Source: an optimization exercise on an open RTL-to-GDS flow (aim: small area). Production flows keep margins and buffers that such runs may drop.
Only simulation tests tie the RTL to the original design; equivalence was not proved.
Power figures rest on the tool's default switching activity, not on a simulated workload.

File: constraint.sdc
create_clock -name core_clock -period 10.0 [get_ports {Clk_10M}]
set_input_delay 2.0000 -clock core_clock [delete_from_list [all_inputs] [get_ports {Clk_10M}]]
set_output_delay 2.0000 -clock core_clock [all_outputs]
set_load 0.01 [all_outputs]
File: run.sh
#!/bin/bash
# synth_recipe.tcl (not shown) runs the flow's synth.tcl, then flattens the netlist and writes it again
# the make line also repeats each setting of config.mk as NAME=value (left out here)
make -C /OpenROAD-flow-scripts/flow DESIGN_CONFIG=/design/flow/config.mk WORK_HOME=/design/flow/orfs CLKGATE_MAP_FILE= SYNTH_SCRIPT=/design/flow/synth_recipe.tcl finish
File: config.mk
export PLATFORM = sky130hd
export DESIGN_NAME = Project2_top
export DESIGN_NICKNAME = Project2_top
export VERILOG_FILES = /design/flow/design.v
export SDC_FILE = /design/flow/constraint.sdc
export NUM_CORES = 4
export LEC_CHECK = 0
export CAP_MARGIN = 20
export CORE_MARGIN = 2
export CORE_UTILIZATION = 40
export CTS_BUF_LIST = sky130_fd_sc_hd__clkbuf_2 sky130_fd_sc_hd__clkbuf_4
export SLEW_MARGIN = 20
File: design.v
module Clock_divider(inClock, reset, tick);
	input inClock;
	input reset;
	output tick;
	reg       half;
	reg [5:0] cnt;
	wire wrap = &cnt;
	assign tick = wrap && !half;
	always @ (posedge inClock)
	begin
		if(reset)
		begin
			cnt  <= 6'd14;
			half <= 0;
		end
		else
		begin
			cnt <= wrap ? 6'd14 : cnt + 6'd1;
			if(wrap)
				half <= ~half;
		end
	end
endmodule
module LFSR( clock, reset, tick, s1, rando);
	input 			  clock;
	input 			  reset;
	input 			  tick;
	input 			  s1;
	output reg [8:0] rando;
	wire feedback = (rando[8] ^ rando[4]) || (rando == 0);
	always @ (posedge clock)
	begin
		if(reset)
			rando <= 0;
		else if(tick && s1)
			rando <= {rando[7:0],feedback};
	end
endmodule
module Count_down(clock, reset, tick, start, s1, s2, done);
	input          clock;
	input          reset;
	input          tick;
	input    [8:0] start;
	input          s1;
	input          s2;
	output reg     done;
	reg      [8:0] count;
	always @ (posedge clock)
	begin
		if(reset)
		begin
			count <= 0;
			done  <= 0;
		end
		else if(tick)
		begin
			if(s1)
				count <= start;
			else if(s2 && count != 0)
				count <= count - 1;
			done <= s2 && (count == 0);
		end
	end
endmodule
module Count_up(clock, reset, tick, s2, s3, count);
	input             clock;
	input             reset;
	input             tick;
	input             s2;
	input             s3;
	output reg [19:0] count;
	reg [19:0] next;
	reg        c;
	reg  [3:0] d;
	integer    i;
	always @ (*)
	begin
		c = 1'b1;
		for (i = 0; i < 5; i = i + 1)
		begin
			d = count[4*i +: 4];
			next[4*i + 0] = d[0] ^ c;
			next[4*i + 1] = d[1] ^ (c & d[0] & !d[3]);
			next[4*i + 2] = d[2] ^ (c & d[0] & d[1]);
			next[4*i + 3] = d[3] ^ (c & d[0] & (d[3] | (d[1] & d[2])));
			c = c & d[0] & d[3];
		end
	end
	always @ (posedge clock)
	begin
		if(reset)
			count <= 0;
		else if(tick)
		begin
			if(s2)
				count <= 0;
			else if(s3)
				count <= next;
		end
	end
endmodule
module Seven_Seg(
	input [3:0] val,
	input en,
	output reg [6:0] HEXX
	);
	always @ (*)
	begin
		if(en)
		begin
			case(val)
				0:  HEXX = 7'b1000000;
				1:  HEXX = 7'b1111001;
				2:  HEXX = 7'b0100100;
				3:  HEXX = 7'b0110000;
				4:  HEXX = 7'b0011001;
				5:  HEXX = 7'b0010010;
				6:  HEXX = 7'b0000010;
				7:  HEXX = 7'b1111000;
				8:  HEXX = 7'b0000000;
				9:  HEXX = 7'b0010000;
				10: HEXX = 7'b0001000;
				11: HEXX = 7'b0000011;
				12: HEXX = 7'b1000110;
				13: HEXX = 7'b0100001;
				14: HEXX = 7'b0000110;
				default: HEXX = 7'b0001110;
			endcase
		end
		else
			HEXX = 7'b1111111;
	end
endmodule
module Project2_top( Clk_10M, reset, HEX0, HEX1, HEX2, HEX3, HEX4, HEX5, KEY, LEDR, SW);
	input 		      Clk_10M;
	input 		      reset;
	output     [7:0]  HEX0, HEX1, HEX2, HEX3, HEX4, HEX5;
	input	     [1:0]  KEY;
	output     [9:0]  LEDR;
	input      [9:0]  SW;
	reg         deltaKEY;
	wire        tick_1K;
	reg  [1:0]  state;
	wire [8:0]  countdown;
	reg  [2:0]  shifted;
	wire        endCD;
	reg  [19:0] BCDHighScore;
	wire [19:0] BCDCurrentScore;
	wire [19:0] DISPLAY;
	wire s0 = (state == 2'd0);
	wire s1 = (state == 2'd1);
	wire s2 = (state == 2'd2);
	wire s3 = (state == 2'd3);
	Clock_divider cdiv1(Clk_10M, reset, tick_1K);
	LFSR rand1(Clk_10M, reset, tick_1K, s1, countdown);
	always @ (posedge Clk_10M)
	begin
		if(reset)
			shifted <= 0;
		else if(!countdown[8])
			shifted <= countdown[7:5];
	end
	Count_down cdow1(Clk_10M, reset, tick_1K, countdown, s1, s2, endCD);
	Count_up   cup1(Clk_10M, reset, tick_1K, s2, s3, BCDCurrentScore);
	assign DISPLAY = SW[9] ? BCDHighScore : BCDCurrentScore;
	Seven_Seg SS0(DISPLAY[ 3: 0], s1, HEX0[6:0]);
	Seven_Seg SS1(DISPLAY[ 7: 4], s1, HEX1[6:0]);
	Seven_Seg SS2(DISPLAY[11: 8], s1, HEX2[6:0]);
	Seven_Seg SS3(DISPLAY[15:12], s1, HEX3[6:0]);
	Seven_Seg SS4(DISPLAY[19:16], s1, HEX4[6:0]);
	assign HEX0[7] = 1'b1;
	assign HEX1[7] = 1'b1;
	assign HEX2[7] = 1'b1;
	assign HEX3[7] = ~s1;
	assign HEX4[7] = 1'b1;
	assign HEX5 = {1'b1, ~state[1], state[1] | state[0], state[0],
	               ~state[1] & state[0], state[1] & ~state[0], 1'b0,
	               ~state[1] & state[0]};
	assign LEDR = s3 ? (10'd1 << shifted) : 10'd0;
	wire swled = SW[shifted];
	wire cur_zero = (BCDCurrentScore == 20'd0);
	wire ld_st0   = !reset && KEY[1] && s0;
	wire ld_st3   = !reset && KEY[1] && s3 && swled && (BCDHighScore > BCDCurrentScore);
	always @ (posedge Clk_10M)
	begin
		if(ld_st0 || (ld_st3 && cur_zero))
			BCDHighScore <= 20'h1869F;
		else if(ld_st3)
			BCDHighScore <= BCDCurrentScore;
	end
	always @ (posedge Clk_10M)
	begin
		if(reset)
		begin
			state    <= 0;
			deltaKEY <= 0;
		end
		else if (!KEY[1])
			state <= 1;
		else if(s0)
			state <= 1;
		else if(s1)
		begin
			if(!KEY[0])
				deltaKEY <= 1;
			else if(deltaKEY)
			begin
				deltaKEY <= 0;
				state    <= 2;
			end
		end
		else if(s2)
		begin
			if(endCD && !swled)
				state <= 3;
		end
		else
		begin
			if(swled)
				state <= 1;
		end
	end
endmodule
==> out/summary.txt, run 1 <==
FLOORPLANNING
------------------------------------------------------------------------------------
Initial Utilization                                                            41.0%
Number of placement rows                                                          42
Die ar.                                                                   14500 um^2
Vertical die dimension                                                        120 um
Total I/O pin count                                                               72
Core Footprint                                                            13200 um^2
Width of the chip                                                             120 um

CLOCK TREE
------------------------------------------------------------------------------------
Number of hold buffers added after CTS                                             0
Worst-skew pair later-pin latency                                            0.42 ns
Number of clock sinks                                                             72
Maximum level of the CTS H-tree                                                    3
Maximum number of buffers from clock root to sink                                  2
CTS buffer count                                                                   9
CTS tree                                                                       built
Number of buffers inserted by post-CTS setup repair                                0
CTS Root Cell                                                               clkbuf_4
Number of instances resized during post-cts repair                                 0
Clock transition at the registers of the reported paths                      0.11 ns

GLOBAL ROUTING
------------------------------------------------------------------------------------
Via count of the first global-routing pass                                      4646
Largest net degree at the start of global routing                                 63
Remaining global-route overflow                                                    0
Number of antenna violations at the first check in global routing                  0
Total routing resource utilization after global routing                        17.3%
First-pass GRT wire length                                                  20900 um

FINISH
------------------------------------------------------------------------------------
Ant. Diodes                                                                        0
Number of nets in the layout                                                     803
Area delta synth->final                                                        14.8%
Fraction of layout cells with a size suffix above 1                            4.22%

STA
------------------------------------------------------------------------------------
Number of hold violations in the final report                                      0
Achievable clock frequency                                                   144 MHz
Time the worst path needs with I/O delays and setup                          6.95 ns
Final period utilization                                                       69.5%
Worst-case headroom to the max-slew limit                                      33.1%
Final setup violating endpoints                                                    0
Setup repair after global routing missed its margin                            false
Final setup slack of the worst path                                          3.05 ns
Total Neg Setup Slack                                                           0 ns
Total count of max-transition violations in the final report                       0
Worst-case clock skew                                                      0.0181 ns
Least-Margin Pin Slew                                                       0.976 ns

PLACE
------------------------------------------------------------------------------------
DP Wirelength                                                                9320 um
Placement Setup Slack                                                        3.04 ns
PortBufs                                                                          62
Final estimated routing congestion in global placement                         0.828

DETAILED ROUTING
------------------------------------------------------------------------------------
Final routed DRC violation total                                                   0
Number of iterations in the first detailed-routing pass                            5
Total Routed Length                                                         12500 um
Met3 WL                                                                       507 um
Max Used Layer                                                                  met4
Average wire length per cell after detail routing                            13.7 um
Total met2 wirelength after detailed routing                                 6050 um
DRC marker count from the first detailed-route iteration                         237
Via count normalized by instance count                                          5.37
Routed via count                                                                4887
Number of routed nets with antenna violations                                      0
Length of routed wiring on met1                                              5800 um

JOB
------------------------------------------------------------------------------------
# Max-Cap Violations                                                               0

LOGIC SYNTHESIS
------------------------------------------------------------------------------------
Number of flops mapped to enable cells by yosys                                    0
Synth area leader                                                            dfxtp_1
Top post-synthesis cells by area                                        dfxtp_1 (27%), ha_1 (14%), nand2_1 (7.1%)
Top FF cell, synth                                                           dfxtp_1
Portion of synthesized cell area occupied by the leading cell type             26.6%
Total of warnings raised by yosys                                                  6
Post-synthesis area per instance                                           7.81 um^2
Synth Instances                                                                  695
Flops & latches, synth                                                            72
Synthesized area                                                           5430 um^2
Proportion of synthesized flip-flops having asynchronous set or reset             0%
Netlist cell types                                                                55
Sequential-to-total area share from yosys stat                                 26.6%

POWER AND IR DROP
------------------------------------------------------------------------------------
Worst-case vdd ir drop                                                   0.0000539 V
Leakage                                                                      2.59 nW
Power density cells                                                     96.4 nW/um^2

SETUP PATH
------------------------------------------------------------------------------------
Max Fanout on Critical Path                                                       38
Launch point of the critical path                                              SW[9]
Critical Setup Path Class                                               input pin to output pin
Data arrival time of the worst path                                          4.95 ns
CP Data Required Time                                                        8.00 ns
Kind of launch point of the worst setup path                               input pin
Category of the worst setup path capture point                            output pin
Crit Reg-Reg Startpoint                                                 cup1.count[0]

WORST HOLD PATH
------------------------------------------------------------------------------------
Source of the worst hold timing path                                    cdiv1.cnt[0]
Worst hold path class                                                   flop to flop

RUN STATUS
------------------------------------------------------------------------------------
Run status                                                              complete, no violations

-- cells by family (layout without fill, tap and decap cells) --
| group | Yosys count | after routing | synth area share (%) |
|---|---|---|---|
| other | 2 | 8 | 0.138 |
| XOR/XNOR | 14 | 14 | 2.26 |
| buffers and inverters | 92 | 125 | 7.50 |
| adder cells (fa/ha/maj) | 60 | 60 | 13.8 |
| multiplexers | 43 | 43 | 9.76 |
| flip-flops | 72 | 72 | 26.6 |
| AO/OA/AOI/OAI | 145 | 145 | 17.3 |
| AND/OR/NAND/NOR | 267 | 267 | 22.7 |
-- registers in the layout (all words and copies together), names as in the netlist --
name          count
BCDHighScore     20
cdiv1.cnt         6
cdiv1.half        1
cdow1.count       9
cdow1.done        1
cup1.count       20
deltaKEY          1
rand1.rando       9
shifted           3
state             2
-- cell usage after synthesis, types with 3 or more instances --
master and n:
a211oi_1 3, inv_1 44, buf_1 6, o22ai_1 5
o211ai_1 4, clkbuf_1 22, dfxtp_1 72, a31oi_1 3
o311ai_0 6, a221oi_1 4, ha_1 60, xor2_1 3
and3b_1 4, nor3_1 7, mux4_2 5, o21a_1 16
o221ai_1 14, nor2_1 65, and3_1 3, mux2i_1 35
nand4_1 8, nor2b_1 6, a21oi_1 42, o21ai_0 32
buf_2 7, nor4_1 8, a22oi_1 5, nand2_1 103
nand3_1 28, or3_1 3, xnor2_1 11, nand2b_1 16
buf_4 12, and2_1 7
-- critical path, cell delays in order --
cell and delay, ns:
clkdlybuf4s50_1 0.46, buf_4 0.37, mux2i_1 0.87, mux4_2 0.59, nand2b_1 0.15, clkdlybuf4s50_1 0.50
-- final timing paths --
kind	endpoint	slack, ns	depth (start not counted)
worst max-delay path	HEX0[3]	3.05	6
worst min-delay path	cdiv1.cnt[0]	0.46	1
worst max register to register	cup1.count[19]	7.12	11
worst min register to register	cdiv1.cnt[0]	0.46	1
-- report_power, final --
| part | internal [mW] | switching [mW] |
|---|---|---|
| registers | 0.290 | 0.00279 |
| clock network | 0.105 | 0.100 |
| logic | 0.0497 | 0.0526 |
| total | 0.444 | 0.156 |
-- stage by stage --
step	instance area, um^2	cells	hold slack [ns]	power [mW]	util, %
floorplan	5450	701	0.417	0.362	-
CTS	6230	910	0.465	0.607	47.0
finish	6230	910	0.459	0.600	47.0
global placement	6070	894	0.433	0.400	45.9
detailed placement	6070	894	0.447	0.402	45.9
global route	6230	910	0.493	0.627	47.0
-- layer usage --
metal	up-vias	global-route usage, %
li1	2474	-
met1	2305	21.5
met2	97	30.9
met3	11	3.40
met4	0	3.42
met5	-	0
-- placed cells by master (no fill, tap or decap), drive strengths merged, types with 8 or more instances in the layout --
cell type,instances
nand2b,16
nor3,8
mux2i,36
nand2,103
dfxtp,72
a21oi,42
nand3,28
clkdlybuf4s50,62
nor4,8
nand4,8
ha,60
o221ai,14
inv,44
clkbuf,11
xnor2,11
conb,8
o21a,16
nor2,66
o21ai,34
-- final cells by class --
| cell class | instances | area [um^2] |
|---|---|---|
| inverter | 44 | 165 |
| timing repair buffer | 65 | 643 |
| clock buffer | 11 | 82.6 |
| tap | 176 | 220 |
| clock inverter | 5 | 71.3 |
| fill | 1319 | 7010 |
| multi-input combinational | 537 | 3600 |
| sequential | 72 | 1440 |
==> run 2: changes to the inputs <==
--- a/config.mk
+++ b/config.mk
@@ -9,4 +9,3 @@
 export CORE_MARGIN = 2
 export CORE_UTILIZATION = 40
-export CTS_BUF_LIST = sky130_fd_sc_hd__clkbuf_2 sky130_fd_sc_hd__clkbuf_4
 export SLEW_MARGIN = 20
==> run 2 against run 1 <==
Compared with the run above: setup slack improved by 0.0060 ns; power is 25% higher; critical endpoint unchanged; clock power up 74%; core utilization is 1.4 points higher; still clean on timing, DRC and antenna.
==> out/summary.txt, run 2 <==
DETAILED ROUTING
------------------------------------------------------------------------------------
Via count normalized by instance count                                          5.36
DRC marker count from the first detailed-route iteration                         212
Final routed DRC violation total                                                   0
Routed via count                                                                4879
Number of routed nets with antenna violations                                      0
Total Routed Length                                                         12600 um
Average wire length per cell after detail routing                            13.8 um
Number of iterations in the first detailed-routing pass                            5

CLOCK TREE
------------------------------------------------------------------------------------
Number of hold buffers added after CTS                                             0
CTS tree                                                                       built
CTS buffer count                                                                   9
Number of instances resized during post-cts repair                                 0
Maximum number of buffers from clock root to sink                                  2
Maximum level of the CTS H-tree                                                    3
Number of clock sinks                                                             72
Clock transition at the registers of the reported paths                      0.06 ns
Worst-skew pair later-pin latency                                            0.34 ns
Number of buffers inserted by post-CTS setup repair                                0
CTS Root Cell                                                              clkbuf_16

LOGIC SYNTHESIS
------------------------------------------------------------------------------------
Most frequent cell after synthesis                                           nand2_1
Most numerous cell types in the synthesized netlist                     nand2_1 (103), dfxtp_1 (72), nor2_1 (65), ha_1 (60), inv_1 (44)
Top FF cell, synth                                                           dfxtp_1
Synth Instances                                                                  695
Proportion of synthesized flip-flops having asynchronous set or reset             0%
Sequential-to-total area share from yosys stat                                 26.6%
Top post-synthesis cells by area                                        dfxtp_1 (27%), ha_1 (14%), nand2_1 (7.1%)
Total of warnings raised by yosys                                                  6
Synthesized area                                                           5430 um^2
Netlist cell types                                                                55
Flops & latches, synth                                                            72
Portion of synthesized cell area occupied by the leading cell type             26.6%
Number of flops mapped to enable cells by yosys                                    0
Synth area leader                                                            dfxtp_1
Post-synthesis area per instance                                           7.81 um^2

SETUP PATH
------------------------------------------------------------------------------------
Critical Setup Path Class                                               input pin to output pin
Kind of launch point of the worst setup path                               input pin
Crit Reg-Reg Startpoint                                                 cup1.count[0]
Launch point of the critical path                                              SW[9]
Data arrival time of the worst path                                          4.95 ns
CP Data Required Time                                                        8.00 ns
Category of the worst setup path capture point                            output pin
Max Fanout on Critical Path                                                       38

RUN STATUS
------------------------------------------------------------------------------------
Run status                                                              complete, no violations

POWER AND IR DROP
------------------------------------------------------------------------------------
Int Pwr                                                                     0.579 mW
Worst-case vdd ir drop                                                   0.0000798 V
Switching Share                                                                23.1%
Reported net switching power                                                0.174 mW
Comb power frac                                                                13.6%
Power density cells                                                      117 nW/um^2
Leakage                                                                      2.67 nW
PnR Total Power                                                             0.753 mW
Power share of the sequential group                                            38.9%
Clk pwr share                                                                  47.5%

STA
------------------------------------------------------------------------------------
Final setup slack of the worst path                                          3.05 ns
Worst-case headroom to the max-slew limit                                      33.1%
Time the worst path needs with I/O delays and setup                          6.95 ns
Total count of max-transition violations in the final report                       0
Setup repair after global routing missed its margin                            false
Worst-case clock skew                                                     0.00481 ns
Least-Margin Pin Slew                                                       0.975 ns
Total Neg Setup Slack                                                           0 ns
Final setup violating endpoints                                                    0
Achievable clock frequency                                                   144 MHz
Worst hold slack                                                            0.451 ns
Number of hold violations in the final report                                      0
Final period utilization                                                       69.5%

FINISH
------------------------------------------------------------------------------------
Area delta synth->final                                                        18.1%
Summed area of non-filler cells in the final layout                        6410 um^2
Post-layout instance count excluding filler cells                                910
Filler cell count in the final layout                                           1297
Number of nets in the layout                                                     803
Ant. Diodes                                                                        0
Fraction of layout cells with a size suffix above 1                            4.36%
Commonest cells after routing, fill and taps aside                      nand2_1 (102), dfxtp_1 (72), nor2_1 (65)
Commonest non-fill, non-tap cell in the layout                               nand2_1
Largest registers ranked by flip-flop count                             BCDHighScore x20, cup1.count x20
Share of the core filled with cells in the final layout                        48.4%

GLOBAL ROUTING
------------------------------------------------------------------------------------
Number of antenna violations at the first check in global routing                  0
Largest net degree at the start of global routing                                 63
Via count of the first global-routing pass                                      4653
First-pass GRT wire length                                                  21100 um
Remaining global-route overflow                                                    0
Total routing resource utilization after global routing                        17.5%

PLACE
------------------------------------------------------------------------------------
DP Cell Count                                                                    894
PortBufs                                                                          62
Area post-placement                                                        6070 um^2
Final estimated routing congestion in global placement                         0.828
DP Wirelength                                                                9320 um
Placement Setup Slack                                                        3.04 ns

FLOORPLANNING
------------------------------------------------------------------------------------
Core Footprint                                                            13200 um^2
Vertical die dimension                                                        120 um
Number of placement rows                                                          42
Die ar.                                                                   14500 um^2
Width of the chip                                                             120 um
Total I/O pin count                                                               72
Initial Utilization                                                            41.0%

JOB
------------------------------------------------------------------------------------
# Max-Cap Violations                                                               0

WORST HOLD PATH
------------------------------------------------------------------------------------
Worst hold path class                                                   flop to flop
Source of the worst hold timing path                                    cdiv1.cnt[0]

[run 2: final cells by class]
type                            count  area (um^2)  area share [%]
Inverter                           44          165            2.58
Multi-Input combinational cell    537         3600            56.2
Sequential cell                    72         1440            22.5
Tap cell                          176          220            3.44
Clock inverter                      2         60.1           0.937
Clock buffer                       14          274            4.28
Timing Repair Buffer               65          643            10.0
[run 2: power groups by stage]
stage	sequential (mW)	clock, mW	combinational, mW
after floorplan	0.299	0	0.0630
after global placement	0.299	0	0.101
after detailed placement	0.299	0	0.103
after CTS	0.293	0.365	0.103
after global routing	0.293	0.377	0.112
final	0.293	0.357	0.102
[run 2: final timing paths]
check | slack (ns) | end | depth (start not counted)
hold / removal | 0.45 | cdiv1.cnt[0] | 1
setup / recovery | 3.05 | HEX0[3] | 6
setup reg to reg | 7.14 | cup1.count[19] | 11
hold reg to reg | 0.45 | cdiv1.cnt[0] | 1
[run 2: critical path: stages]
cell             delay (ns)
clkdlybuf4s50_1        0.46
buf_4                  0.37
mux2i_1                0.86
mux4_2                 0.59
nand2b_1               0.15
clkdlybuf4s50_1        0.50
[run 2: cell families (layout without fill, tap and decap cells)]
logic type               Yosys count  in the layout  share of synthesized area, %
multiplexers                      43             43                          9.76
buffers and inverters             92            125                          7.50
AO/OA/AOI/OAI                    145            145                          17.3
other                              2              8                         0.138
XOR/XNOR                          14             14                          2.26
AND/OR/NAND/NOR                  267            267                          22.7
flip-flops                        72             72                          26.6
adder cells (fa/ha/maj)           60             60                          13.8
[run 2: metal layers]
metal  track usage (%)  vias up  wire, um
li1                  -     2477         -
met2              30.9      104      6070
met1              21.8     2283      5850
met5                 0        -         0
met3              3.21       15       499
met4              4.87        0       178
==> run 3: changes to the inputs <==
==> flow/run.sh (new file) <==
#!/bin/bash
# Own layout flow: the standard ORFS flow, with
#  - an area-oriented synthesis: ORFS's synth.tcl without the half/full adder
#    extraction and with an area ABC script (registers are mapped exactly as in
#    the standard synthesis; the flow checks that and otherwise keeps the
#    standard netlist),
#  - the smallest buffer (buf_1) on every input and output port,
#  - a clock tree of small clock buffers without dummy loads.
# Every tool writes its full output to a log file in the work folder.
set -euo pipefail
W=$(pwd)
F=$W/flow
R=$W/orfs/results/$FLOW_PLATFORM/Project2_top/base

# 1. the standard synthesis (the reference for the register names and cells)
bash standard.sh synth > $W/log_1_std_synth.txt 2>&1
cp $R/1_2_yosys.v $W/std_1_2_yosys.v

# 2. our own synthesis of the same design
sed -e 's/\[env_var_exists_and_non_empty ADDER_MAP_FILE\] &&/0 \&\&/' \
    -e "s#log_cmd abc {\*}\$abc_args#log_cmd abc {*}[lreplace \$abc_args 1 1 $F/abc_area.script]#" \
    $FLOW_HOME/scripts/synth.tcl > $W/own_synth.tcl
grep -q "0 &&" $W/own_synth.tcl
grep -q "abc_area.script" $W/own_synth.tcl
sed "s#source \$::env(SCRIPTS_DIR)/synth.tcl#source $W/own_synth.tcl#" $W/synth_recipe.tcl > $W/own_synth_recipe.tcl
grep -q own_synth.tcl $W/own_synth_recipe.tcl
mkdir -p $W/own
make -C $FLOW_HOME DESIGN_CONFIG=$W/config.mk WORK_HOME=$W/own CLKGATE_MAP_FILE= \
    SYNTH_SCRIPT=$W/own_synth_recipe.tcl synth > $W/log_2_own_synth.txt 2>&1 || true
OWN=$W/own/results/$FLOW_PLATFORM/Project2_top/base/1_2_yosys.v

regs() { grep -oE '^\s*sky130_fd_sc_hd__(dfxtp|dfxbp|edfxtp|dfrtp|dfstp|dfbbp|dfrbp|dfsbp|sdf|edf|dl)[a-z0-9_]* +[^ (]+' "$1" | awk '{print $1, $2}' | sort; }
if [[ -s $OWN ]] && [[ "$(regs $OWN)" == "$(regs $W/std_1_2_yosys.v)" ]] && [[ -n "$(regs $OWN)" ]]; then
  echo "own synthesis: registers match, using it" > $W/log_3_netlist_choice.txt
  cp $OWN $R/1_2_yosys.v
  rm -f $R/1_synth.odb $R/1_synth.sdc
else
  echo "own synthesis: registers differ or failed, keeping the standard netlist" > $W/log_3_netlist_choice.txt
fi
regs $R/1_2_yosys.v >> $W/log_3_netlist_choice.txt

# 3. the rest of the standard flow, with small port buffers and clock buffers
export BUFFER_PORTS_ARGS="-buffer_cell sky130_fd_sc_hd__buf_1"
export CTS_ARGS="-sink_clustering_enable -repair_clock_nets -dont_use_dummy_load -buf_list {sky130_fd_sc_hd__clkbuf_4 sky130_fd_sc_hd__clkbuf_8}"
bash standard.sh finish > $W/log_4_layout.txt 2>&1
==> flow/abc_area.script (new file) <==
strash
 &get -n
 &deepsyn -T 20
 &put
 dch -f
 amap
 topo
==> standard.sh (new file) <==
#!/bin/bash
# synth_recipe.tcl (not shown) runs the flow's synth.tcl, then flattens the netlist and writes it again
# the make line also repeats each setting of config.mk as NAME=value (left out here)
make -C /OpenROAD-flow-scripts/flow DESIGN_CONFIG=/design/flow/config.mk WORK_HOME=/design/flow/orfs CLKGATE_MAP_FILE= SYNTH_SCRIPT=/design/flow/synth_recipe.tcl "${@:-finish}"
--- a/config.mk
+++ b/config.mk
@@ -8,4 +8,4 @@
 export CAP_MARGIN = 20
 export CORE_MARGIN = 2
-export CORE_UTILIZATION = 40
+export CORE_UTILIZATION = 65
 export SLEW_MARGIN = 20
removed: run.sh
==> run 3 against run 2 <==
Compared with the run above: clock-buffer cell count shrank 5; sequential power is essentially flat; flip-flop and latch count is the same; critical path depth grew 6; clock skew grew 0.015 ns; global-route usage grew 14 points; largest power group is now sequential cells; non-clock buffer count shrank 1; synthesized cell count shrank 22%.
==> out/summary.txt, run 3 <==
GLOBAL ROUTING
--------------------------------------------------------------------------------
Number of antenna violations at the first check in global routing              0
Largest net degree at the start of global routing                             22
Total routing resource utilization after global routing                    31.1%
Via count of the first global-routing pass                                  3684
Remaining global-route overflow                                                0
First-pass GRT wire length                                              16100 um

STA
--------------------------------------------------------------------------------
Setup repair after global routing missed its margin                        false
Worst-case headroom to the max-slew limit                                  25.3%
Worst-case clock skew                                                  0.0200 ns
Final setup violating endpoints                                                0
Time the worst path needs with I/O delays and setup                      7.85 ns
Total count of max-transition violations in the final report                   0
Least-Margin Pin Slew                                                    1.12 ns
Number of hold violations in the final report                                  0
Achievable clock frequency                                               127 MHz
Final period utilization                                                   78.5%
Total Neg Setup Slack                                                       0 ns
Worst hold slack                                                        0.461 ns
Final setup slack of the worst path                                      2.15 ns

FLOORPLANNING
--------------------------------------------------------------------------------
Total I/O pin count                                                           72
Number of placement rows                                                      28
Die ar.                                                                6570 um^2
Core Footprint                                                         5820 um^2
Vertical die dimension                                                   81.0 um
Initial Utilization                                                        66.3%
Width of the chip                                                        81.0 um

LOGIC SYNTHESIS
--------------------------------------------------------------------------------
Synthesized area                                                       3860 um^2
Post-synthesis area per instance                                       7.15 um^2
Total of warnings raised by yosys                                              6
Synth Instances                                                              539

FINISH
--------------------------------------------------------------------------------
Footprint of the multi-input gates                                     2030 um^2
Commonest non-fill, non-tap cell in the layout                            nor2_1
Sequential cell area                                                   1440 um^2
Fraction of layout cells with a size suffix above 1                        2.14%
Number of nets in the layout                                                 624
Commonest cells after routing, fill and taps aside                  nor2_1 (96), clkinv_1 (92), dfxtp_1 (72)
Ant. Diodes                                                                    0
Largest registers ranked by flip-flop count                         BCDHighScore x20, cup1.count x20
Area delta synth->final                                                    11.0%
Share of the core filled with cells in the final layout                    73.6%
Summed area of non-filler cells in the final layout                    4280 um^2
Post-layout instance count excluding filler cells                            683
Filler cell count in the final layout                                        508

SETUP PATH
--------------------------------------------------------------------------------
Cell mode on critical path                                                nor2_1
Depth of the worst register-to-register path                                  24
Kind of launch point of the worst setup path                           input pin
Endpoint of the worst register-to-register path                     BCDHighScore[0]
Slowest CP cell                                                         clkinv_1
Worst setup path end                                                     HEX4[3]
Critical Setup Path Class                                           input pin to output pin
Category of the worst setup path capture point                        output pin
Largest delay contributor family on the critical path               buffers and inverters
Data arrival time of the worst path                                      5.85 ns
Highest cell delay on the worst timing path                              0.92 ns
Crit Reg-Reg Startpoint                                             BCDHighScore[0]
Number of logic stages on the critical path including buffering               12
Reg-to-reg setup timing slack                                            5.56 ns
Launch point of the critical path                                          SW[9]
Max Fanout on Critical Path                                                   21
CP Data Required Time                                                    8.00 ns
Buffers plus inverters on the worst setup path                                 4
Critical Path, Cell by Cell                                         buf_1 -> clkinv_1 -> o22ai_1 -> clkinv_1 -> nand2_1 -> nor2_1 -> nor4_1 -> nor2_1 -> o21ai_0 -> nor2_1 -> o21ai_0 -> buf_1

DETAILED ROUTING
--------------------------------------------------------------------------------
Average wire length per cell after detail routing                        14.3 um
Total Routed Length                                                      9800 um
Routed via count                                                            4181
Final routed DRC violation total                                               0
DRC marker count from the first detailed-route iteration                     301
Number of routed nets with antenna violations                                  0
Number of iterations in the first detailed-routing pass                        5
Via count normalized by instance count                                      6.12

PLACE
--------------------------------------------------------------------------------
DP Wirelength                                                            6990 um
PortBufs                                                                      62
Placement Setup Slack                                                    2.33 ns
DP Cell Count                                                                674
Area post-placement                                                    4160 um^2
Final estimated routing congestion in global placement                     0.871

CLOCK TREE
--------------------------------------------------------------------------------
Maximum level of the CTS H-tree                                                3
Number of instances resized during post-cts repair                             0
Number of hold buffers added after CTS                                         0
Clock transition at the registers of the reported paths                  0.06 ns
Number of buffers inserted by post-CTS setup repair                            0
Number of clock sinks                                                         72
CTS Root Cell                                                           clkbuf_8
Worst-skew pair later-pin latency                                        0.35 ns
Maximum number of buffers from clock root to sink                              2
CTS tree                                                                   built
CTS buffer count                                                               9

POWER AND IR DROP
--------------------------------------------------------------------------------
Worst-case vdd ir drop                                                0.000117 V
Power density cells                                                  124 nW/um^2
Leakage                                                                  1.43 nW
PnR Total Power                                                         0.532 mW

RUN STATUS
--------------------------------------------------------------------------------
Run status                                                          complete, no violations

WORST HOLD PATH
--------------------------------------------------------------------------------
Worst hold path class                                               flop to flop

JOB
--------------------------------------------------------------------------------
# Max-Cap Violations                                                           0

==> run 3: final cells by class <==
class,count,area share [%]
Sequential cell,72,33.7
Clock buffer,9,2.89
Multi-Input combinational cell,371,47.4
Tap cell,75,2.19
Inverter,92,8.07
Timing Repair Buffer,64,5.79
==> run 3: metal layers <==
| metal | vias up | GRT usage, % | wire length (um) |
|---|---|---|---|
| met5 | - | 0 | 0 |
| met4 | 0 | 14.4 | 199 |
| met3 | 23 | 7.22 | 582 |
| met2 | 145 | 52.2 | 4740 |
| met1 | 1927 | 37.8 | 4280 |
| li1 | 2086 | - | - |
==> run 3: worst min-delay path: stages, from the launching register on <==
cell and delay [ns]:
dfxtp_1 0.31, clkinv_1 0.04, o21ai_0 0.06
==> run 3: power by group <==
group          switching [mW]  internal, mW  total, mW
Sequential            0.00186         0.290      0.291
Clock                  0.0932        0.0802      0.173
Combinational          0.0462        0.0212     0.0674
Total                   0.141         0.391      0.532
==> run 3: how the worst min path moves through the flow <==
| stage | startpoint | to | slack [ns] | cells past startpoint |
|---|---|---|---|---|
| 2_1_floorplan | cdiv1.cnt[0] | cdiv1.cnt[0] | 0.42 | 1 |
| 5_1_grt | cdow1.count[8] | cdow1.count[8] | 0.49 | 2 |
| 3_3_place_gp | cdiv1.cnt[0] | cdiv1.cnt[0] | 0.44 | 1 |
| 6_report | cdiv1.half | cdiv1.half | 0.46 | 2 |
| 4_1_cts | cdiv1.half | cdiv1.half | 0.46 | 2 |
| 3_5_place_dp | cdiv1.half | cdiv1.half | 0.46 | 2 |
==> run 4: changes to the inputs <==
--- a/design.v
+++ b/design.v
@@ -177,15 +177,22 @@
 	               ~state[1] & state[0], state[1] & ~state[0], 1'b0,
 	               ~state[1] & state[0]};
-	assign LEDR = s3 ? (10'd1 << shifted) : 10'd0;
-	wire swled = SW[shifted];
+	wire [7:0] led1h = 8'd1 << shifted;
+	assign LEDR = {2'b00, s3 ? led1h : 8'd0};
+	wire swled = |(SW[7:0] & led1h);
 	wire cur_zero = (BCDCurrentScore == 20'd0);
-	wire ld_st0   = !reset && KEY[1] && s0;
-	wire ld_st3   = !reset && KEY[1] && s3 && swled && (BCDHighScore > BCDCurrentScore);
+	reg     best_gt;
+	integer k;
+	always @ (*)
+	begin
+		best_gt = 1'b0;
+		for (k = 0; k < 20; k = k + 1)
+			best_gt = (BCDHighScore[k] & ~BCDCurrentScore[k]) |
+			          (~(BCDHighScore[k] ^ BCDCurrentScore[k]) & best_gt);
+	end
+	wire ld_best = !reset && KEY[1] && (s0 || (s3 && swled && best_gt));
 	always @ (posedge Clk_10M)
 	begin
-		if(ld_st0 || (ld_st3 && cur_zero))
-			BCDHighScore <= 20'h1869F;
-		else if(ld_st3)
-			BCDHighScore <= BCDCurrentScore;
+		if(ld_best)
+			BCDHighScore <= BCDCurrentScore | (cur_zero ? 20'h1869F : 20'h0);
 	end
 	always @ (posedge Clk_10M)
==> flow/run.sh (replaced) <==
#!/bin/bash
# Own layout flow: the standard ORFS flow, with
#  - an area-oriented synthesis: ORFS's synth.tcl without the half/full adder
#    extraction and with area ABC scripts (flow/s*.script); each script is run
#    and the smallest netlist whose registers (names and cells) are exactly the
#    standard synthesis's is used, else the standard netlist,
#  - the smallest buffer (buf_1) on every input and output port,
#  - a clock tree of small clock buffers without dummy loads,
#  - one tie cell per constant instead of one per load.
# Every tool writes its full output to a log file in the work folder.
set -euo pipefail
W=$(pwd)
F=$W/flow
R=$W/orfs/results/$FLOW_PLATFORM/Project2_top/base

# 1. the standard synthesis (the reference for the register names and cells)
bash standard.sh synth > $W/log_1_std_synth.txt 2>&1
cp $R/1_2_yosys.v $W/std_1_2_yosys.v

regs() { grep -oE '^\s*sky130_fd_sc_hd__(df|edf|sdf|dl)[a-z0-9_]* +[^ (]+' "$1" | awk '{print $1, $2}' | sort; }
regs $W/std_1_2_yosys.v > $W/std_regs.txt

# 2. our own synthesis of the same design, once per ABC script
sed -e 's/\[env_var_exists_and_non_empty ADDER_MAP_FILE\] &&/0 \&\&/' \
    -e 's#log_cmd abc {\*}$abc_args#log_cmd abc {*}[lreplace $abc_args 1 1 $::env(OWN_ABC_SCRIPT)]#' \
    $FLOW_HOME/scripts/synth.tcl > $W/own_synth.tcl
grep -q "0 &&" $W/own_synth.tcl
grep -q "OWN_ABC_SCRIPT" $W/own_synth.tcl
sed "s#source \$::env(SCRIPTS_DIR)/synth.tcl#source $W/own_synth.tcl#" $W/synth_recipe.tcl > $W/own_synth_recipe.tcl
grep -q own_synth.tcl $W/own_synth_recipe.tcl
for S in $F/s*.script; do
  n=$(basename $S .script)
  mkdir -p $W/own_$n
  ( OWN_ABC_SCRIPT=$S make -C $FLOW_HOME DESIGN_CONFIG=$W/config.mk WORK_HOME=$W/own_$n CLKGATE_MAP_FILE= \
      SYNTH_SCRIPT=$W/own_synth_recipe.tcl synth > $W/log_2_own_synth_$n.txt 2>&1 || true ) &
done
wait
best=""; best_area=""
: > $W/log_3_netlist_choice.txt
for S in $F/s*.script; do
  n=$(basename $S .script)
  V=$W/own_$n/results/$FLOW_PLATFORM/Project2_top/base/1_2_yosys.v
  ST=$W/own_$n/reports/$FLOW_PLATFORM/Project2_top/base/synth_stat.txt
  [[ -s $V && -s $ST ]] || { echo "$n: failed" >> $W/log_3_netlist_choice.txt; continue; }
  a=$(grep 'Chip area for module' $ST | awk '{print $NF}')
  if [[ "$(regs $V)" != "$(cat $W/std_regs.txt)" ]]; then echo "$n: $a registers differ" >> $W/log_3_netlist_choice.txt; continue; fi
  echo "$n: $a" >> $W/log_3_netlist_choice.txt
  if [[ -z "$best" ]] || awk -v a=$a -v b=$best_area 'BEGIN{exit !(a<b)}'; then best=$V; best_area=$a; fi
done
if [[ -n "$best" && -s $W/std_regs.txt ]]; then
  echo "using $best ($best_area)" >> $W/log_3_netlist_choice.txt
  cp $best $R/1_2_yosys.v
  rm -f $R/1_synth.odb $R/1_synth.sdc
else
  echo "using the standard netlist" >> $W/log_3_netlist_choice.txt
fi

# 3. the rest of the standard flow
export BUFFER_PORTS_ARGS="-buffer_cell sky130_fd_sc_hd__buf_1"
export CTS_ARGS="$(cat $F/cts_args.txt)"
export SKIP_REPAIR_TIE_FANOUT=1
bash standard.sh finish > $W/log_4_layout.txt 2>&1
==> flow/cts_args.txt (new file) <==
-sink_clustering_enable -repair_clock_nets -dont_use_dummy_load -sink_clustering_size 30 -sink_clustering_max_diameter 80 -buf_list {sky130_fd_sc_hd__clkbuf_8}
==> flow/s0.script (new file) <==
strash
dc2
balance
rewrite
refactor
balance
rewrite
rewrite -z
balance
refactor -z
rewrite -z
balance
dch -f
amap -F 5 -A 5
topo
==> flow/s1.script (new file) <==
strash
&get -n
&deepsyn -T 60 -S 1
&put
dch -f
amap -F 5 -A 5
topo
==> flow/s2.script (new file) <==
strash
&get -n
&deepsyn -T 60 -S 2
&put
dch -f
amap -F 5 -A 5
topo
==> flow/s3.script (new file) <==
strash
&get -n
&deepsyn -T 60 -S 3
&put
dch -f
amap -F 5 -A 5
topo
removed: flow/abc_area.script
==> run 4 against run 3 <==
Compared with the run above: sequential power is 4% higher; global-route usage is 3.2 points lower; largest power group unchanged; combinational power is 11% higher; fmax is 16% higher; hold slack worse by 0.0073 ns; critical path type unchanged; clock-buffer cell count stayed put; critical path depth stayed put; die area is 1.5% higher.
==> out/summary.txt, run 4 <==
LOGIC SYNTHESIS
--------------------------------------------------------------------------------
Synth Instances                                                              526
Total of warnings raised by yosys                                              6
Post-synthesis area per instance                                       7.45 um^2
Synthesized area                                                       3920 um^2

DETAILED ROUTING
--------------------------------------------------------------------------------
DRC marker count from the first detailed-route iteration                     157
Total Routed Length                                                      9030 um
Final routed DRC violation total                                               0
Via count normalized by instance count                                      5.84
Number of iterations in the first detailed-routing pass                        4
Routed via count                                                            3885
Number of routed nets with antenna violations                                  0
Average wire length per cell after detail routing                        13.6 um

SETUP PATH
--------------------------------------------------------------------------------
Critical Path, Cell by Cell                                         buf_1 -> buf_4 -> clkinv_1 -> o22ai_1 -> clkinv_1 -> o21ai_0 -> o21ai_0 -> nor2b_1 -> a21oi_1 -> a21oi_1 -> o221ai_1 -> buf_1
Critical Setup Path Class                                           input pin to output pin
Data arrival time of the worst path                                      4.75 ns
Category of the worst setup path capture point                        output pin
Kind of launch point of the worst setup path                           input pin
Depth of the worst register-to-register path                                  20
Slowest CP cell                                                         clkinv_1
CP Data Required Time                                                    8.00 ns
Reg-to-reg setup timing slack                                            6.35 ns
Highest cell delay on the worst timing path                              0.49 ns
Max Fanout on Critical Path                                                   23

STA
--------------------------------------------------------------------------------
Number of hold violations in the final report                                  0
Final setup slack of the worst path                                      3.25 ns
Final setup violating endpoints                                                0
Achievable clock frequency                                               148 MHz
Least-Margin Pin Slew                                                   0.925 ns
Time the worst path needs with I/O delays and setup                      6.75 ns
Final period utilization                                                   67.5%
Worst-case clock skew                                                  0.0177 ns
Total Neg Setup Slack                                                       0 ns
Total count of max-transition violations in the final report                   0
Setup repair after global routing missed its margin                        false
Worst-case headroom to the max-slew limit                                  37.9%

POWER AND IR DROP
--------------------------------------------------------------------------------
Int Pwr                                                                 0.406 mW
Clk pwr share                                                              31.2%
Reported net switching power                                            0.146 mW
Comb power frac                                                            13.6%
Leakage                                                                  1.41 nW
Power share of the sequential group                                        55.2%
Power density cells                                                  128 nW/um^2
Switching Share                                                            26.4%
Worst-case vdd ir drop                                                0.000115 V

FINISH
--------------------------------------------------------------------------------
Number of nets in the layout                                                 606
Area delta synth->final                                                    10.3%
Fraction of layout cells with a size suffix above 1                        2.20%
Commonest non-fill, non-tap cell in the layout                            nor2_1
Largest registers ranked by flip-flop count                         BCDHighScore x20, cup1.count x20
Sequential cell area                                                   1640 um^2
Ant. Diodes                                                                    0
Commonest cells after routing, fill and taps aside                  nor2_1 (91), clkinv_1 (86), buf_1 (62)
Footprint of the multi-input gates                                     1880 um^2
Filler cell count in the final layout                                        494

CLOCK TREE
--------------------------------------------------------------------------------
Number of instances resized during post-cts repair                             0
Maximum level of the CTS H-tree                                                3
Worst-skew pair later-pin latency                                        0.35 ns
Number of hold buffers added after CTS                                         0
Maximum number of buffers from clock root to sink                              2
CTS tree                                                                   built
Clock transition at the registers of the reported paths                  0.06 ns
CTS buffer count                                                               9
Number of buffers inserted by post-CTS setup repair                            0
CTS Root Cell                                                           clkbuf_8
Number of clock sinks                                                         72

FLOORPLANNING
--------------------------------------------------------------------------------
Initial Utilization                                                        66.6%
Die ar.                                                                6670 um^2
Core Footprint                                                         5890 um^2
Vertical die dimension                                                   81.6 um
Number of placement rows                                                      28
Width of the chip                                                        81.6 um
Total I/O pin count                                                           72

JOB
--------------------------------------------------------------------------------
# Max-Cap Violations                                                           0

PLACE
--------------------------------------------------------------------------------
Final estimated routing congestion in global placement                     0.830
PortBufs                                                                      62
DP Wirelength                                                            6700 um
Placement Setup Slack                                                    3.29 ns

RUN STATUS
--------------------------------------------------------------------------------
Run status                                                          complete, no violations

GLOBAL ROUTING
--------------------------------------------------------------------------------
Via count of the first global-routing pass                                  3445
Largest net degree at the start of global routing                             24
Total routing resource utilization after global routing                    27.9%
Remaining global-route overflow                                                0
Number of antenna violations at the first check in global routing              0
First-pass GRT wire length                                              14600 um

WORST HOLD PATH
--------------------------------------------------------------------------------
Worst hold path class                                               flop to flop
Hold Crit Depth                                                                1

run 4: power by group through the flow:
stage / clock [mW] / sequential [mW] / combinational, mW
after floorplan: 0 / 0.310 / 0.0529
final: 0.172 / 0.304 / 0.0751
after global routing: 0.187 / 0.305 / 0.0842
after CTS: 0.172 / 0.304 / 0.0743
after global placement: 0 / 0.311 / 0.0723
after detailed placement: 0 / 0.311 / 0.0740
run 4: worst max-delay path: cells and delay by family:
family          cells  cell delay (ns)
simple gates        1             0.17
buf+inv             5             1.14
compound gates      6             1.41
run 4: path summary, 6_finish.rpt:
path / endpoint / from
worst max-delay path: HEX2[5] / SW[9]
worst min-delay path: cdiv1.cnt[0] / cdiv1.cnt[0]
worst max register to register: cup1.count[19] / cdiv1.cnt[0]
worst min register to register: cdiv1.cnt[0] / cdiv1.cnt[0]
run 4: area by class of cell:
cell class,instances,share of cell area [%]
timing repair buffer,65,5.91
clock buffer,9,2.87
tap,75,2.17
inverter,86,7.47
multi-input combinational,358,43.6
sequential,72,38.0
run 4: routing by layer:
layer | part of all wire (%) | global-route usage (%) | vias up | wire [um]
li1 | - | - | 1995 | -
met4 | 1.1 | 6.67 | 0 | 99
met5 | 0 | 0 | - | 0
met2 | 50 | 49.9 | 87 | 4490
met1 | 45 | 33.8 | 1792 | 4100
met3 | 3.9 | 6.81 | 11 | 349
run 4: metrics by stage:
step                      std cells  hold WS, ns  utilization (%)  instance area, um^2  power, mW
after floorplan                 526        0.416                -                 3920      0.363
after global placement          656        0.434             71.3                 4200      0.383
after detailed placement        656        0.449             71.3                 4200      0.385
after CTS                       665        0.459             73.4                 4320      0.551
after global routing            665        0.480             73.4                 4320      0.576
final                           665        0.454             73.4                 4320      0.552
==> run 5: changes to the inputs <==
==> flow/cts_args.txt (replaced) <==
-sink_clustering_enable -repair_clock_nets -dont_use_dummy_load -buf_list {sky130_fd_sc_hd__clkbuf_4}
==> run 5 against run 4 <==
Compared with the run above: global-route usage did not move; combinational power about the same; hold slack gained 0.0051 ns; setup slack lost 0.015 ns; die area is the same; power shrank 8.0%; flip-flop and latch count unchanged.
==> out/summary.txt, run 5 <==
FLOORPLANNING
--------------------------------------------------------------------------------
Vertical die dimension                                                   81.6 um
Total I/O pin count                                                           72
Core Footprint                                                         5890 um^2
Number of placement rows                                                      28
Initial Utilization                                                        66.6%
Width of the chip                                                        81.6 um
Die ar.                                                                6670 um^2

POWER AND IR DROP
--------------------------------------------------------------------------------
Clk pwr share                                                              25.3%
Leakage                                                                  1.38 nW
Power density cells                                                  119 nW/um^2
Power share of the sequential group                                        59.9%
Worst-case vdd ir drop                                               0.0000998 V
Switching Share                                                            27.7%
Reported net switching power                                            0.140 mW
Comb power frac                                                            14.8%
Int Pwr                                                                 0.367 mW

STA
--------------------------------------------------------------------------------
Final period utilization                                                   67.6%
Total count of max-transition violations in the final report                   0
Least-Margin Pin Slew                                                   0.930 ns
Total Neg Setup Slack                                                       0 ns
Number of hold violations in the final report                                  0
Worst-case headroom to the max-slew limit                                  37.5%
Final setup violating endpoints                                                0
Time the worst path needs with I/O delays and setup                      6.76 ns
Worst-case clock skew                                                  0.0300 ns
Achievable clock frequency                                               148 MHz
Setup repair after global routing missed its margin                        false

GLOBAL ROUTING
--------------------------------------------------------------------------------
Remaining global-route overflow                                                0
Number of antenna violations at the first check in global routing              0
Via count of the first global-routing pass                                  3462
Total routing resource utilization after global routing                    27.9%
First-pass GRT wire length                                              14600 um
Largest net degree at the start of global routing                             24

SETUP PATH
--------------------------------------------------------------------------------
Buffers plus inverters on the worst setup path                                 5
Depth of the worst register-to-register path                                  20
Critical Setup Path Class                                           input pin to output pin
CP Data Required Time                                                    8.00 ns
Reg-to-reg setup timing slack                                            6.36 ns
Data arrival time of the worst path                                      4.76 ns
Crit Reg-Reg Startpoint                                             cdiv1.cnt[0]
Endpoint of the worst register-to-register path                     cup1.count[19]
Category of the worst setup path capture point                        output pin
Max Fanout on Critical Path                                                   23
Slowest CP cell                                                         clkinv_1
Kind of launch point of the worst setup path                           input pin
Critical Path, Cell by Cell                                         buf_1 -> buf_4 -> clkinv_1 -> o22ai_1 -> clkinv_1 -> o21ai_0 -> o21ai_0 -> nor2b_1 -> a21oi_1 -> a21oi_1 -> o221ai_1 -> buf_1
Highest cell delay on the worst timing path                              0.50 ns
Largest delay contributor family on the critical path               compound AO/OA/AOI/OAI gates

DETAILED ROUTING
--------------------------------------------------------------------------------
Average wire length per cell after detail routing                        13.5 um
Routed via count                                                            3904
Final routed DRC violation total                                               0
Number of iterations in the first detailed-routing pass                        5
DRC marker count from the first detailed-route iteration                     174
Total Routed Length                                                      8990 um
Number of routed nets with antenna violations                                  0
Via count normalized by instance count                                      5.87

FINISH
--------------------------------------------------------------------------------
Number of nets in the layout                                                 606
Ant. Diodes                                                                    0
Commonest non-fill, non-tap cell in the layout                            nor2_1
Fraction of layout cells with a size suffix above 1                        2.20%
Largest registers ranked by flip-flop count                         BCDHighScore x20, cup1.count x20
Commonest cells after routing, fill and taps aside                  nor2_1 (91), clkinv_1 (86), buf_1 (62)
Share of the core filled with cells in the final layout                    72.5%
Sequential cell area                                                   1640 um^2
Area delta synth->final                                                    8.84%
Post-layout instance count excluding filler cells                            665
Filler cell count in the final layout                                        502
Footprint of the multi-input gates                                     1880 um^2

CLOCK TREE
--------------------------------------------------------------------------------
Worst-skew pair later-pin latency                                        0.42 ns
Number of instances resized during post-cts repair                             0
CTS buffer count                                                               9
Number of hold buffers added after CTS                                         0
CTS tree                                                                   built
CTS Root Cell                                                           clkbuf_4
Clock transition at the registers of the reported paths                  0.10 ns
Number of clock sinks                                                         72
Maximum level of the CTS H-tree                                                3
Number of buffers inserted by post-CTS setup repair                            0
Maximum number of buffers from clock root to sink                              2

WORST HOLD PATH
--------------------------------------------------------------------------------
Source of the worst hold timing path                                cdiv1.cnt[0]
Hold Crit Depth                                                                1
Worst min-delay path endpoint                                       cdiv1.cnt[0]
Worst hold path class                                               flop to flop

LOGIC SYNTHESIS
--------------------------------------------------------------------------------
Total of warnings raised by yosys                                              6
Post-synthesis area per instance                                       7.45 um^2
Synthesized area                                                       3920 um^2
Synth Instances                                                              526

PLACE
--------------------------------------------------------------------------------
Final estimated routing congestion in global placement                     0.830
PortBufs                                                                      62
DP Wirelength                                                            6700 um
DP Cell Count                                                                656

JOB
--------------------------------------------------------------------------------
# Max-Cap Violations                                                           0

RUN STATUS
--------------------------------------------------------------------------------
Run status                                                          complete, no violations

-- run 5: cell count changes in the layout (fill, tap and decap cells not counted) --
cell	before	now
clkbuf_8	9	0
clkbuf_4	0	9
-- run 5: worst reg2reg max path: stages (launching register included) --
cell      delay, ns
dfxtp_1        0.37
and3_1         0.23
and3_1         0.22
nand2_1        0.09
nor2_1         0.18
nand2_1        0.12
clkinv_1       0.08
nand2_1        0.10
nor2_1         0.27
nand2_1        0.16
nor2_1         0.26
nand2_1        0.16
nor2_1         0.29
nand2_1        0.17
nor2_1         0.20
nand2_1        0.11
nor2_1         0.15
clkinv_1       0.10
nor2_1         0.12
nand3_1        0.08
o21ai_0        0.10
-- run 5: cell type report --
class,instances,area share (%)
Clock buffer,9,1.58
Inverter,86,7.57
Multi-Input combinational cell,358,44.2
Sequential cell,72,38.5
Tap cell,75,2.20
Timing Repair Buffer,65,5.98
-- run 5: power by group through the flow --
stage,clock (mW),sequential [mW],combinational [mW]
2_1_floorplan,0,0.310,0.0529
3_3_place_gp,0,0.311,0.0723
3_5_place_dp,0,0.311,0.0740
4_1_cts,0.129,0.304,0.0743
5_1_grt,0.142,0.305,0.0842
6_report,0.128,0.304,0.0749
-- run 5: how the worst max path moves through the flow --
stage,depth (start not counted),slack (ns),endpoint,startpoint
after CTS,12,3.29,HEX2[5],SW[9]
after detailed placement,12,3.29,HEX2[5],SW[9]
after floorplan,9,4.20,HEX2[5],SW[9]
after global placement,12,3.31,HEX2[5],SW[9]
after global routing,13,2.96,HEX4[6],SW[9]
final,12,3.24,HEX2[5],SW[9]
-- run 5: per-stage QoR --
stage          worst slack, ns  power [mW]  hold WS, ns  area (um^2)
2_1_floorplan             4.20       0.363        0.416         3920
6_report                  3.24       0.507        0.459         4270
3_5_place_dp              3.29       0.385        0.449         4200
3_3_place_gp              3.31       0.383        0.434         4200
5_1_grt                   2.96       0.531        0.486         4270
4_1_cts                   3.29       0.507        0.463         4270
-- run 5: layer usage --
| layer | share of wire (%) | track usage, % |
|---|---|---|
| met1 | 44 | 33.8 |
| met2 | 50 | 50.0 |
| met3 | 4.3 | 5.71 |
| met4 | 1.2 | 8.33 |
| met5 | 0 | 0 |
==> run 6: changes to the inputs <==
--- a/design.v
+++ b/design.v
@@ -3,21 +3,14 @@
 	input reset;
 	output tick;
-	reg       half;
-	reg [5:0] cnt;
-	wire wrap = &cnt;
-	assign tick = wrap && !half;
+	localparam [15:0] FEEDBACK = 16'd19890;
+	reg  [6:0] s;
+	wire       f = FEEDBACK[{s[6], s[4], s[1], s[0]}];
+	assign tick = ~s[6] & ~s[4] & s[3] & ~s[2] & ~s[0];
 	always @ (posedge inClock)
 	begin
 		if(reset)
-		begin
-			cnt  <= 6'd14;
-			half <= 0;
-		end
+			s <= 7'd3;
 		else
-		begin
-			cnt <= wrap ? 6'd14 : cnt + 6'd1;
-			if(wrap)
-				half <= ~half;
-		end
+			s <= {~s[5:0], f};
 	end
 endmodule
@@ -28,5 +21,5 @@
 	input 			  s1;
 	output reg [8:0] rando;
-	wire feedback = (rando[8] ^ rando[4]) || (rando == 0);
+	wire feedback = (rando[8] ^ rando[4]) | ~|rando[7:0];
 	always @ (posedge clock)
 	begin
==> run 6 against run 5 <==
Compared with the run above: sequential share of layout area grew 0.49 points; sequential power is essentially flat; final area decreased by 1.3%; largest power group unchanged; first-iteration DRC count grew 18%; cell count down 3.6%; still clean; setup slack worse by 0.48 ns; fmax decreased by 6.6%; core utilization shrank 0.052 points; clock power about the same; power rose by 0.91%; critical path type unchanged; critical path depth rose by 2; combinational power rose by 4.0%.
==> out/summary.txt, run 6 <==
FLOORPLANNING
--------------------------------------------------------------------------------
Total I/O pin count                                                           72
Die ar.                                                                6560 um^2
Vertical die dimension                                                   81.0 um
Core Footprint                                                         5820 um^2
Width of the chip                                                        81.0 um
Initial Utilization                                                        66.2%
Number of placement rows                                                      28

FINISH
--------------------------------------------------------------------------------
Area delta synth->final                                                    9.36%
Share of the core filled with cells in the final layout                    72.4%
Commonest cells after routing, fill and taps aside                  clkinv_1 (79), nor2_1 (74), buf_1 (62)
Largest registers ranked by flip-flop count                         BCDHighScore x20, cup1.count x20
Ant. Diodes                                                                    0
Footprint of the multi-input gates                                     1850 um^2
Number of nets in the layout                                                 582
Fraction of layout cells with a size suffix above 1                        2.65%
Commonest non-fill, non-tap cell in the layout                          clkinv_1
Filler cell count in the final layout                                        501
Sequential cell area                                                   1640 um^2

CLOCK TREE
--------------------------------------------------------------------------------
Number of buffers inserted by post-CTS setup repair                            0
Number of hold buffers added after CTS                                         0
Maximum number of buffers from clock root to sink                              2
CTS tree                                                                   built
Number of clock sinks                                                         72
Maximum level of the CTS H-tree                                                3
Worst-skew pair later-pin latency                                        0.42 ns
CTS buffer count                                                               9
Number of instances resized during post-cts repair                             0
CTS Root Cell                                                           clkbuf_4
Clock transition at the registers of the reported paths                  0.09 ns

GLOBAL ROUTING
--------------------------------------------------------------------------------
Largest net degree at the start of global routing                             23
First-pass GRT wire length                                              14500 um
Total routing resource utilization after global routing                    28.3%
Remaining global-route overflow                                                0
Via count of the first global-routing pass                                  3488
Number of antenna violations at the first check in global routing              0

STA
--------------------------------------------------------------------------------
Total count of max-transition violations in the final report                   0
Achievable clock frequency                                               138 MHz
Final setup slack of the worst path                                      2.76 ns
Worst-case headroom to the max-slew limit                                  55.6%
Time the worst path needs with I/O delays and setup                      7.24 ns
Final period utilization                                                   72.4%
Setup repair after global routing missed its margin                        false
Total Neg Setup Slack                                                       0 ns
Least-Margin Pin Slew                                                   0.659 ns
Worst-case clock skew                                                  0.0318 ns
Final setup violating endpoints                                                0
Number of hold violations in the final report                                  0

DETAILED ROUTING
--------------------------------------------------------------------------------
Via count normalized by instance count                                      5.98
Number of iterations in the first detailed-routing pass                        5
Total Routed Length                                                      8740 um
Final routed DRC violation total                                               0
Number of routed nets with antenna violations                                  0
Average wire length per cell after detail routing                        13.6 um
Routed via count                                                            3832
DRC marker count from the first detailed-route iteration                     205

SETUP PATH
--------------------------------------------------------------------------------
Data arrival time of the worst path                                      5.24 ns
Max Fanout on Critical Path                                                   22
CP Data Required Time                                                    8.00 ns
Slowest CP cell                                                         clkinv_1
Endpoint of the worst register-to-register path                     cup1.count[18]
Crit Reg-Reg Startpoint                                               cdiv1.s[4]
Highest cell delay on the worst timing path                              0.54 ns
Critical Setup Path Class                                           input pin to output pin
Reg-to-reg setup timing slack                                            6.32 ns
Category of the worst setup path capture point                        output pin
Critical Path, Cell by Cell                                         buf_1 -> buf_4 -> clkinv_1 -> o22ai_1 -> clkinv_1 -> nor2_1 -> a21oi_1 -> a31oi_1 -> nand2_1 -> a222oi_1 -> clkinv_1 -> o31a_1 -> o21ai_0 -> buf_1
Cell mode on critical path                                              clkinv_1
Kind of launch point of the worst setup path                           input pin
Depth of the worst register-to-register path                                  17

JOB
--------------------------------------------------------------------------------
# Max-Cap Violations                                                           0

LOGIC SYNTHESIS
--------------------------------------------------------------------------------
Synth Instances                                                              501
Synthesized area                                                       3850 um^2
Total of warnings raised by yosys                                              6
Post-synthesis area per instance                                       7.69 um^2

RUN STATUS
--------------------------------------------------------------------------------
Run status                                                          complete, no violations

PLACE
--------------------------------------------------------------------------------
Placement Setup Slack                                                    2.77 ns
Final estimated routing congestion in global placement                     0.824
DP Wirelength                                                            6440 um
PortBufs                                                                      62

WORST HOLD PATH
--------------------------------------------------------------------------------
Worst hold path class                                               flop to flop
Hold Crit Depth                                                                1
Worst min-delay path endpoint                                         cdiv1.s[6]
Source of the worst hold timing path                                  cdiv1.s[5]

POWER AND IR DROP
--------------------------------------------------------------------------------
PnR Total Power                                                         0.512 mW
Leakage                                                                  1.32 nW
Worst-case vdd ir drop                                                0.000106 V
Power density cells                                                  122 nW/um^2

==> run 6: critical path: cells and delay by family <==
kind / cells / cell delay (ns)
compound gates: 6 / 1.57
simple gates: 2 / 0.31
buf+inv: 6 / 1.37
==> run 6: how the worst max path moves through the flow <==
stage | startpoint | slack (ns) | to | depth (start not counted)
after global placement | SW[9] | 2.89 | HEX2[1] | 14
after floorplan | SW[9] | 3.58 | HEX2[1] | 11
after global routing | SW[9] | 2.44 | HEX2[1] | 14
after detailed placement | SW[9] | 2.77 | HEX2[1] | 14
after CTS | SW[9] | 2.76 | HEX2[1] | 14
final | SW[9] | 2.76 | HEX2[1] | 14
==> run 6: layout make-up <==
| cell class | instances | area share, % |
|---|---|---|
| inverters | 79 | 7.04 |
| repair buffers | 66 | 6.24 |
| well taps | 75 | 2.23 |
| flip-flops and latches | 72 | 39.0 |
| multi-input cells | 340 | 43.9 |
| clock buffers | 9 | 1.60 |
==> run 6: stage by stage <==
| stage | hold WS (ns) | instances | instance area (um^2) |
|---|---|---|---|
| floorplan | 0.363 | 501 | 3850 |
| global placement | 0.365 | 632 | 4140 |
| detailed placement | 0.366 | 632 | 4140 |
| CTS | 0.380 | 641 | 4210 |
| global route | 0.395 | 641 | 4210 |
| finish | 0.378 | 641 | 4210 |
==> run 6: metal layers <==
layer / global-route usage, % / vias to the layer above / share of wire [%]
met3: 4.33 / 17 / 4.4
met5: 0 / - / 0
li1: - / 1950 / -
met1: 31.0 / 1742 / 42
met2: 53.1 / 123 / 51
met4: 13.2 / 0 / 2.4
==> run 6: report_power, final <==
group / total [mW] / switching (mW) / internal, mW
Clock: 0.127 / 0.0857 / 0.0418
Combinational: 0.0779 / 0.0534 / 0.0244
Sequential: 0.307 / 0.00332 / 0.303
==> run 7: changes to the inputs <==
--- a/design.v
+++ b/design.v
@@ -147,10 +147,13 @@
 	Clock_divider cdiv1(Clk_10M, reset, tick_1K);
 	LFSR rand1(Clk_10M, reset, tick_1K, s1, countdown);
-	always @ (posedge Clk_10M)
-	begin
-		if(reset)
-			shifted <= 0;
-		else if(!countdown[8])
-			shifted <= countdown[7:5];
+	reg  [8:0] hist;
+	integer    j;
+	always @ (*)
+	begin
+		hist = countdown;
+		for (j = 0; j < 9; j = j + 1)
+			if (hist[8])
+				hist = {hist[0] ^ hist[5], hist[8:1]};
+		shifted = hist[7:5];
 	end
 	Count_down cdow1(Clk_10M, reset, tick_1K, countdown, s1, s2, endCD);
==> run 7 against run 6 <==
Compared with the run above: flip-flop and latch count is 3 lower; clock skew fell by 0.0020 ns; sequential power is 5% lower; via count rose by 2.2%; clock-buffer cell count did not move; critical path type unchanged; highest routed layer unchanged; core utilization is 1.9 points higher; fmax rose by 3.5%; sequential share of layout area shrank 0.79 points.
==> out/summary.txt, run 7 <==
DETAILED ROUTING
--------------------------------------------------------------------------------
Met3 WL                                                                   526 um
Routed via count                                                            3917
Via count normalized by instance count                                      6.11
DRC marker count from the first detailed-route iteration                     263
Number of routed nets with antenna violations                                  0
Total met2 wirelength after detailed routing                             4360 um
Average wire length per cell after detail routing                        14.3 um
Total Routed Length                                                      9140 um
Final routed DRC violation total                                               0
Max Used Layer                                                              met4
Length of routed wiring on met1                                          4080 um
Number of iterations in the first detailed-routing pass                        5

STA
--------------------------------------------------------------------------------
Achievable clock frequency                                               143 MHz
Final period utilization                                                   70.0%
Least-Margin Pin Slew                                                    1.01 ns
Final setup violating endpoints                                                0
Total Neg Setup Slack                                                       0 ns
Setup repair after global routing missed its margin                        false
Worst-case headroom to the max-slew limit                                  32.4%
Time the worst path needs with I/O delays and setup                      7.00 ns
Total count of max-transition violations in the final report                   0
Worst-case clock skew                                                  0.0298 ns
Number of hold violations in the final report                                  0

SETUP PATH
--------------------------------------------------------------------------------
Kind of launch point of the worst setup path                           input pin
Max Fanout on Critical Path                                                   21
Category of the worst setup path capture point                        output pin
Critical Setup Path Class                                           input pin to output pin
CP Data Required Time                                                    8.00 ns
Data arrival time of the worst path                                      5.00 ns

LOGIC SYNTHESIS
--------------------------------------------------------------------------------
Synth Instances                                                              505
Post-synthesis area per instance                                       7.53 um^2
Synthesized area                                                       3800 um^2
Total of warnings raised by yosys                                              6

GLOBAL ROUTING
--------------------------------------------------------------------------------
Via count of the first global-routing pass                                  3475
Total routing resource utilization after global routing                    29.3%
Number of antenna violations at the first check in global routing              0
First-pass GRT wire length                                              15000 um
Largest net degree at the start of global routing                             22
Remaining global-route overflow                                                0

CLOCK TREE
--------------------------------------------------------------------------------
Number of instances resized during post-cts repair                             0
Number of clock sinks                                                         69
Worst-skew pair later-pin latency                                        0.41 ns
Number of hold buffers added after CTS                                         0
Maximum level of the CTS H-tree                                                3
Maximum number of buffers from clock root to sink                              2
CTS tree                                                                   built
Clock transition at the registers of the reported paths                  0.11 ns
Number of buffers inserted by post-CTS setup repair                            0
CTS buffer count                                                               9
CTS Root Cell                                                           clkbuf_4

PLACE
--------------------------------------------------------------------------------
Final estimated routing congestion in global placement                     0.867
Area post-placement                                                    4070 um^2
DP Wirelength                                                            6540 um
PortBufs                                                                      62

FINISH
--------------------------------------------------------------------------------
Number of nets in the layout                                                 585
Commonest cells after routing, fill and taps aside                  nor2_1 (79), clkinv_1 (75), buf_1 (62)
Footprint of the multi-input gates                                     1870 um^2
Summed area of non-filler cells in the final layout                    4140 um^2
Filler cell count in the final layout                                        462
Commonest non-fill, non-tap cell in the layout                            nor2_1
Area delta synth->final                                                    8.88%
Fraction of layout cells with a size suffix above 1                        2.28%
Largest registers ranked by flip-flop count                         BCDHighScore x20, cup1.count x20
Sequential cell area                                                   1580 um^2
Ant. Diodes                                                                    0

RUN STATUS
--------------------------------------------------------------------------------
Run status                                                          complete, no violations

POWER AND IR DROP
--------------------------------------------------------------------------------
Clk pwr share                                                              25.5%
Comb power frac                                                            15.2%
Leakage                                                                  1.36 nW
Power share of the sequential group                                        59.4%
Worst-case vdd ir drop                                               0.0000943 V
Int Pwr                                                                 0.355 mW
PnR Total Power                                                         0.492 mW
Power density cells                                                  119 nW/um^2
Switching Share                                                            27.9%
Reported net switching power                                            0.137 mW

FLOORPLANNING
--------------------------------------------------------------------------------
Initial Utilization                                                        68.2%
Vertical die dimension                                                   80.5 um
Total I/O pin count                                                           72
Core Footprint                                                         5570 um^2
Die ar.                                                                6480 um^2
Number of placement rows                                                      27
Width of the chip                                                        80.5 um

JOB
--------------------------------------------------------------------------------
# Max-Cap Violations                                                           0

WORST HOLD PATH
--------------------------------------------------------------------------------
Worst hold path class                                               flop to flop

[run 7: path summary, 6_finish.rpt]
path / slack [ns] / cells past startpoint / startpoint / end
worst max-delay path: 3.00 / 13 / SW[9] / HEX4[6]
worst max register to register: 6.23 / 20 / cup1.count[2] / BCDHighScore[9]
worst min-delay path: 0.38 / 1 / cdiv1.s[5] / cdiv1.s[6]
worst min register to register: 0.38 / 1 / cdiv1.s[5] / cdiv1.s[6]
[run 7: critical path: stages]
cell,delay (ns)
buf_1,0.07
buf_4,0.26
clkinv_1,0.55
o22ai_1,0.50
clkinv_1,0.20
nor2_1,0.29
nor3_1,0.10
o21ai_0,0.24
nor2_1,0.08
nor4_1,0.26
nor2_1,0.10
o221ai_1,0.18
buf_1,0.18
[run 7: final cells by class]
type / instances / share of cell area [%]
well taps: 72 / 2.18
repair buffers: 65 / 6.10
clock buffers: 9 / 1.63
inverters: 75 / 6.80
flip-flops and latches: 69 / 38.2
multi-input cells: 351 / 45.1
[run 7: stage by stage]
stage                     setup WS [ns]  util, %  std cells  hold WS, ns
after floorplan                    3.99        -        505        0.363
after global placement             3.19     73.0        631        0.364
after detailed placement           3.15     73.0        631        0.365
after CTS                          3.13     74.2        640        0.382
after global routing               2.70     74.3        641        0.393
final                              3.00     74.3        641        0.382
[run 7: power groups by stage]
stage / sequential [mW] / clock (mW) / combinational, mW
4_1_cts: 0.292 / 0.127 / 0.0734
3_5_place_dp: 0.299 / 0 / 0.0731
5_1_grt: 0.293 / 0.138 / 0.0835
3_3_place_gp: 0.299 / 0 / 0.0709
6_report: 0.292 / 0.125 / 0.0746
2_1_floorplan: 0.298 / 0 / 0.0526
[run 7: layer usage]
metal / GRT usage [%] / up-vias
met5: 0 / -
met4: 10.5 / 0
met3: 5.73 / 18
met2: 49.8 / 141
met1: 37.0 / 1792
li1: - / 1966

-- static timing again, ports no longer ideal --
The flow's constraints put no driver on any port. The routed layouts listed below were extracted and timed again, unchanged, in two steps. Step 1 sets driving cells, clkbuf_16 on the clock port and buf_2 on the other inputs (assumed; they add their load-dependent delay and slew). Step 2 times the ports against the registers' clock, not the clock port: input delays grow and output delays shrink by t, the midpoint of the rising clock arrivals with the driver on. a / b / c = no drivers / after step 1 / after step 2; a / b = the first two.
run | shift t [ns] | slack for setup (ns)
run 1 | 0.440 | 3.045 / 3.021 / 3.021
run 2 | 0.369 | 3.051 / 3.027 / 3.027
run 3 | 0.367 | 2.146 / 2.115 / 2.115
run 4 | 0.368 | 3.255 / 3.233 / 3.233
run 5 | 0.438 | 3.240 / 3.218 / 3.218
run 6 | 0.431 | 2.761 / 2.728 / 2.728
run 7 | 0.423 | 3.003 / 2.979 / 2.979
After both steps every run listed still meets setup and hold.
